Context: an optimization exercise on an open-source flow, tuned for small area, a short achievable clock period and few clock cycles. The choices shown serve that exercise and are no tape-out recipe. Only simulation tests tie the RTL to the original design; equivalence was not proved.

==> flow/design.v (excerpt) <==
module MAU (output logic busy,
			output logic [15:0] dbs_output, dbi_output,
			input logic [15:0] data_bus_supr, data_bus_infr,
			input logic [15:0] matRAM,
			input logic start, mode, clk, reset, add_mode);
make LEC_CHECK=0 CAP_MARGIN=20 CORE_MARGIN=2 CORE_UTILIZATION=40 SLEW_MARGIN=20 finish   # period 10.0 ns
run.sh (not shown) runs the stock make flow with config.mk's settings and CLKGATE_MAP_FILE= SYNTH_SCRIPT=/design/flow/synth_recipe.tcl, a recipe that flattens the netlist after the stock synthesis.
Testbench counts at the start, summed over its fixed seeds: cycles 32,000.
Edit:
--- a/flow/design.v
+++ b/flow/design.v
@@ -247,26 +247,17 @@
 		.r0(r0),
 		.r1(r1),
 		.a(a_mantissa),
 		.neg(b_neg),
 		.one(b_one),
 		.two(b_two)
 	);
-	logic [21:0] product_inc;
-	logic carry, carry_inc;
-	Add_Compound #(.N(22)) add0 (
-		.s0(product),
-		.s1(product_inc),
-		.c0(carry),
-		.c1(carry_inc),
-		.a(r0),
-		.b(r1)
-	);
 	always_comb
 	begin
+		product = r0 + r1;
 		initial_exp = a_exponent + b_exponent;
 		c_mantissa = product[21:4];
 		c_exponent = (initial_exp < 6'd14) ? 5'd0 : ((initial_exp >= 6'd46) ? 5'd31 : 5'(initial_exp - 6'd14));
 		c_sign = a_sign ^ b_sign;
 	end
 endmodule
 module MAU_Adder_Align (output logic [17:0] sum,
@@ -277,33 +268,26 @@
 				input logic q_sign, p_sign,
 				input logic q_large,
 				input logic [4:0] diff);
 	logic [17:0] large_m, small_m, value, addend;
 	logic large_s, small_s, sub;
 	logic [18:0] t;
 	logic [17:0] u;
-	logic cout_u;
-	Add_Compound #(.N(18)) add0 (
-		.s0(t[17:0]),
-		.s1(u),
-		.c0(t[18]),
-		.c1(cout_u),
-		.a(large_m),
-		.b(addend)
-	);
 	always_comb
 	begin
 		large_m = q_large ? q_mantissa : p_mantissa;
 		small_m = q_large ? p_mantissa : q_mantissa;
 		large_e = q_large ? q_exponent : p_exponent;
 		large_s = q_large ? q_sign : p_sign;
 		small_s = q_large ? p_sign : q_sign;
 		value = small_m >> diff;
 		sub = large_s ^ small_s;
 		addend = sub ? ~value : value;
+		t = {1'b0, large_m} + {1'b0, addend};
+		u = large_m + addend + 18'd1;
 		ovf = ~sub & t[18];
 		if (~sub)
 		begin
 			sum = t[18] ? t[18:1] : t[17:0];
 			sign = large_s;
 		end
 		else if (t[18])
@@ -331,38 +315,14 @@
 	);
 	always_comb
 	begin
 		c_mantissa = sum << sh;
 		c_exponent = large_e - sh + {4'd0, ovf};
 	end
 endmodule
-module Add_Compound #(parameter int N = 18)
-				(output logic [N-1:0] s0, s1,
-				output logic c0, c1,
-				input logic [N-1:0] a, b);
-	logic [N-1:0] g, p, gg, pp;
-	always_comb
-	begin
-		g = a & b;
-		p = a ^ b;
-		gg = g;
-		pp = p;
-		for (int l = 0; l < 5; l++)
-			for (int i = N - 1; i >= 0; i--)
-				if (((i >> l) & 1) && ((1 << l) < N))
-				begin
-					gg[i] = gg[i] | (pp[i] & gg[((i >> l) << l) - 1]);
-					pp[i] = pp[i] & pp[((i >> l) << l) - 1];
-				end
-		s0 = p ^ {gg[N-2:0], 1'b0};
-		s1 = p ^ {gg[N-2:0] | pp[N-2:0], 1'b1};
-		c0 = gg[N-1];
-		c1 = gg[N-1] | pp[N-1];
-	end
-endmodule
 module MAU (output logic busy,
 			output logic [15:0] dbs_output, dbi_output,
 			input logic [15:0] data_bus_supr, data_bus_infr,
 			input logic [15:0] matRAM,
 			input logic start, mode, clk, reset, add_mode);
 	logic [3:0] step;
 	logic [16:0] hold_s, hold_i;
@@ -371,18 +331,17 @@
 	logic mat_s;
 	logic [17:0] p_m, q_m, r_m, mult_m, norm_m;
 	logic [4:0] p_e, q_e, r_e, mult_e, norm_e, norm_sh;
 	logic p_s, q_s, r_s, mult_s;
 	logic q_large, next_q_large;
 	logic [4:0] diff, next_diff;
 	logic [17:0] x_sum, align_sum;
-	logic [4:0] x_e, align_e;
+	logic [4:0] x_e, align_e, align_e_inc;
 	logic x_ovf, x_s, align_ovf, align_s;
 	logic [6:0] x_d, x_nd, x_d_ovf, d, nd;
-	logic [4:0] x_e_inc;
 	logic d_pos;
 	Booth_Encode11 enc0 (
 		.neg(in_neg),
 		.one(in_one),
 		.two(in_two),
 		.b({(|matRAM[14:10]), matRAM[9:0]})
 	);
@@ -429,18 +388,15 @@
 	);
 	FP_Output_Pipe out1 (
 		.FP16(dbi_output),
 		.mantissa(q_m),
 		.exponent(q_e),
 		.sign(q_s)
 	);
-	assign x_e_inc = x_e + 5'd1;
-	assign x_d = {2'd0, r_e} - {2'd0, x_e};
-	assign x_nd = {2'd0, x_e} - {2'd0, r_e};
-	assign x_d_ovf = {2'd0, r_e} - {2'd0, x_e_inc};
+	assign align_e_inc = align_e + 5'd1;
 	always_comb
 	begin
 		d = x_ovf ? x_d_ovf : (x_d + {2'd0, norm_sh});
 		nd = x_ovf ? -x_d_ovf : (x_nd - {2'd0, norm_sh});
 		d_pos = ~d[6] && (d != 7'd0);
 		if (step == 4'd8)
 		begin
@@ -487,11 +443,14 @@
 		if (step == 4'd8)
 			{q_m, q_e, q_s} <= {norm_m, norm_e, x_s};
 		else if (step == 4'd3 || step == 4'd6)
 			{q_m, q_e, q_s} <= {p_m, p_e, p_s};
 		q_large <= next_q_large;
 		diff <= next_diff;
 		{x_sum, x_e, x_ovf, x_s} <= {align_sum, align_e, align_ovf, align_s};
+		x_d <= {2'd0, r_e} - {2'd0, align_e};
+		x_nd <= {2'd0, align_e} - {2'd0, r_e};
+		x_d_ovf <= {2'd0, r_e} - {2'd0, align_e_inc};
 		if (step == 4'd5 || step == 4'd10)
 			{r_m, r_e, r_s} <= {norm_m, norm_e, x_s};
 	end
 endmodule
Result: Register-to-register slack gets better by 0.30 ns. Critical path depth climbs by 1. Global-route usage goes up by 0.15 points. Hold slack gets better by 0.020 ns. Wire length rises by 2.4%. Die area is higher by about 3%. Cell area increases by about 2.5%.
Testbench counts after the change, summed over its fixed seeds: cycles 32,000.

Another version of the RTL of MAU (not shown whole).
Size in the first run: ~1,600 cells after synthesis, about 170 flip-flops, about 15,000 sq um of cells after synthesis.
Settings: LEC_CHECK=0, CAP_MARGIN=20, CORE_MARGIN=2, CORE_UTILIZATION=40, SLEW_MARGIN=20; clock period 10.0 ns.
Testbench counts at the start, summed over its fixed seeds: cycles 32,000.
Change:
--- a/flow/design.v
+++ b/flow/design.v
@@ -248,24 +248,15 @@
 		.r1(r1),
 		.a(a_mantissa),
 		.neg(b_neg),
 		.one(b_one),
 		.two(b_two)
 	);
-	logic [21:0] product_inc;
-	logic carry, carry_inc;
-	Add_Compound #(.N(22)) add0 (
-		.s0(product),
-		.s1(product_inc),
-		.c0(carry),
-		.c1(carry_inc),
-		.a(r0),
-		.b(r1)
-	);
 	always_comb
 	begin
+		product = r0 + r1;
 		initial_exp = a_exponent + b_exponent;
 		c_mantissa = product[21:4];
 		c_exponent = (initial_exp < 6'd14) ? 5'd0 : ((initial_exp >= 6'd46) ? 5'd31 : 5'(initial_exp - 6'd14));
 		c_sign = a_sign ^ b_sign;
 	end
 endmodule
@@ -278,31 +269,24 @@
 				input logic q_large,
 				input logic [4:0] diff);
 	logic [17:0] large_m, small_m, value, addend;
 	logic large_s, small_s, sub;
 	logic [18:0] t;
 	logic [17:0] u;
-	logic cout_u;
-	Add_Compound #(.N(18)) add0 (
-		.s0(t[17:0]),
-		.s1(u),
-		.c0(t[18]),
-		.c1(cout_u),
-		.a(large_m),
-		.b(addend)
-	);
 	always_comb
 	begin
 		large_m = q_large ? q_mantissa : p_mantissa;
 		small_m = q_large ? p_mantissa : q_mantissa;
 		large_e = q_large ? q_exponent : p_exponent;
 		large_s = q_large ? q_sign : p_sign;
 		small_s = q_large ? p_sign : q_sign;
 		value = small_m >> diff;
 		sub = large_s ^ small_s;
 		addend = sub ? ~value : value;
+		t = {1'b0, large_m} + {1'b0, addend};
+		u = large_m + addend + 18'd1;
 		ovf = ~sub & t[18];
 		if (~sub)
 		begin
 			sum = t[18] ? t[18:1] : t[17:0];
 			sign = large_s;
 		end
@@ -332,36 +316,12 @@
 	always_comb
 	begin
 		c_mantissa = sum << sh;
 		c_exponent = large_e - sh + {4'd0, ovf};
 	end
 endmodule
-module Add_Compound #(parameter int N = 18)
-				(output logic [N-1:0] s0, s1,
-				output logic c0, c1,
-				input logic [N-1:0] a, b);
-	logic [N-1:0] g, p, gg, pp;
-	always_comb
-	begin
-		g = a & b;
-		p = a ^ b;
-		gg = g;
-		pp = p;
-		for (int l = 0; l < 5; l++)
-			for (int i = N - 1; i >= 0; i--)
-				if (((i >> l) & 1) && ((1 << l) < N))
-				begin
-					gg[i] = gg[i] | (pp[i] & gg[((i >> l) << l) - 1]);
-					pp[i] = pp[i] & pp[((i >> l) << l) - 1];
-				end
-		s0 = p ^ {gg[N-2:0], 1'b0};
-		s1 = p ^ {gg[N-2:0] | pp[N-2:0], 1'b1};
-		c0 = gg[N-1];
-		c1 = gg[N-1] | pp[N-1];
-	end
-endmodule
 module MAU (output logic busy,
 			output logic [15:0] dbs_output, dbi_output,
 			input logic [15:0] data_bus_supr, data_bus_infr,
 			input logic [15:0] matRAM,
 			input logic start, mode, clk, reset, add_mode);
 	logic [3:0] step;
@@ -374,13 +334,14 @@
 	logic p_s, q_s, r_s, mult_s;
 	logic q_large, next_q_large;
 	logic [4:0] diff, next_diff;
 	logic [17:0] x_sum, align_sum;
 	logic [4:0] x_e, align_e;
 	logic x_ovf, x_s, align_ovf, align_s;
-	logic [6:0] x_d, x_nd, k, d, nd;
+	logic [6:0] x_d, x_nd, x_d_ovf, d, nd;
+	logic [4:0] x_e_inc;
 	logic d_pos;
 	Booth_Encode11 enc0 (
 		.neg(in_neg),
 		.one(in_one),
 		.two(in_two),
 		.b({(|matRAM[14:10]), matRAM[9:0]})
@@ -429,17 +390,20 @@
 	FP_Output_Pipe out1 (
 		.FP16(dbi_output),
 		.mantissa(q_m),
 		.exponent(q_e),
 		.sign(q_s)
 	);
+	assign x_e_inc = x_e + 5'd1;
+	assign x_d = {2'd0, r_e} - {2'd0, x_e};
+	assign x_nd = {2'd0, x_e} - {2'd0, r_e};
+	assign x_d_ovf = {2'd0, r_e} - {2'd0, x_e_inc};
 	always_comb
 	begin
-		k = x_ovf ? ((&x_e) ? 7'd31 : 7'h7f) : {2'd0, norm_sh};
-		d = x_d + k;
-		nd = x_nd - k;
+		d = x_ovf ? x_d_ovf : (x_d + {2'd0, norm_sh});
+		nd = x_ovf ? -x_d_ovf : (x_nd - {2'd0, norm_sh});
 		d_pos = ~d[6] && (d != 7'd0);
 		if (step == 4'd8)
 		begin
 			next_q_large = ~d_pos;
 			next_diff = d_pos ? d[4:0] : nd[4:0];
 		end
@@ -484,12 +448,10 @@
 			{q_m, q_e, q_s} <= {norm_m, norm_e, x_s};
 		else if (step == 4'd3 || step == 4'd6)
 			{q_m, q_e, q_s} <= {p_m, p_e, p_s};
 		q_large <= next_q_large;
 		diff <= next_diff;
 		{x_sum, x_e, x_ovf, x_s} <= {align_sum, align_e, align_ovf, align_s};
-		x_d <= {2'd0, r_e} - {2'd0, align_e};
-		x_nd <= {2'd0, align_e} - {2'd0, r_e};
 		if (step == 4'd5 || step == 4'd10)
 			{r_m, r_e, r_s} <= {norm_m, norm_e, x_s};
 	end
 endmodule
=>
- The changed run produced a clean layout
- count of clock-buffer cells in the layout is unchanged
- non-clock buffer count climbs by 3
- setup slack got worse by 0.38 ns
- final cell count climbs by 4.0%
- synthesized area climbs by 1.8%
- sequential share of layout area drops by 1.5 points
- core utilization drops by 0.41 points
- wire length climbs by 8.3%
Testbench counts after the change, summed over its fixed seeds: cycles 32,000.

[separate check: timing with driven ports]
No port has a modelled driver above. Below, the same layouts with a new extraction and two added sets of constraints.
Step 1 assumes that a clkbuf_16 drives the clock port and a buf_2 every other input.
Step 2 times the ports against the registers' clock, not the clock port: input delays grow and output delays shrink by t, the midpoint of the rising clock arrivals with the driver on.
a / b / c = no drivers / after step 1 / after step 2; a / b = the first two.
| run | shift t [ns] | setup WS [ns] | worst data-port slew with drivers (ns) |
|---|---|---|---|
| the first run of note 1 | 0.494 | 4.016 / 4.016 / 4.016 | 0.05 |
| the second run of note 1 | 0.503 | 4.316 / 4.316 / 4.316 | 0.05 |
| the first run of note 2 | 0.497 | 4.087 / 4.087 / 4.087 | 0.04 |
| the second run of note 2 | 0.519 | 3.702 / 3.702 / 3.702 | 0.04 |
After both steps setup and hold are still met in every run listed.
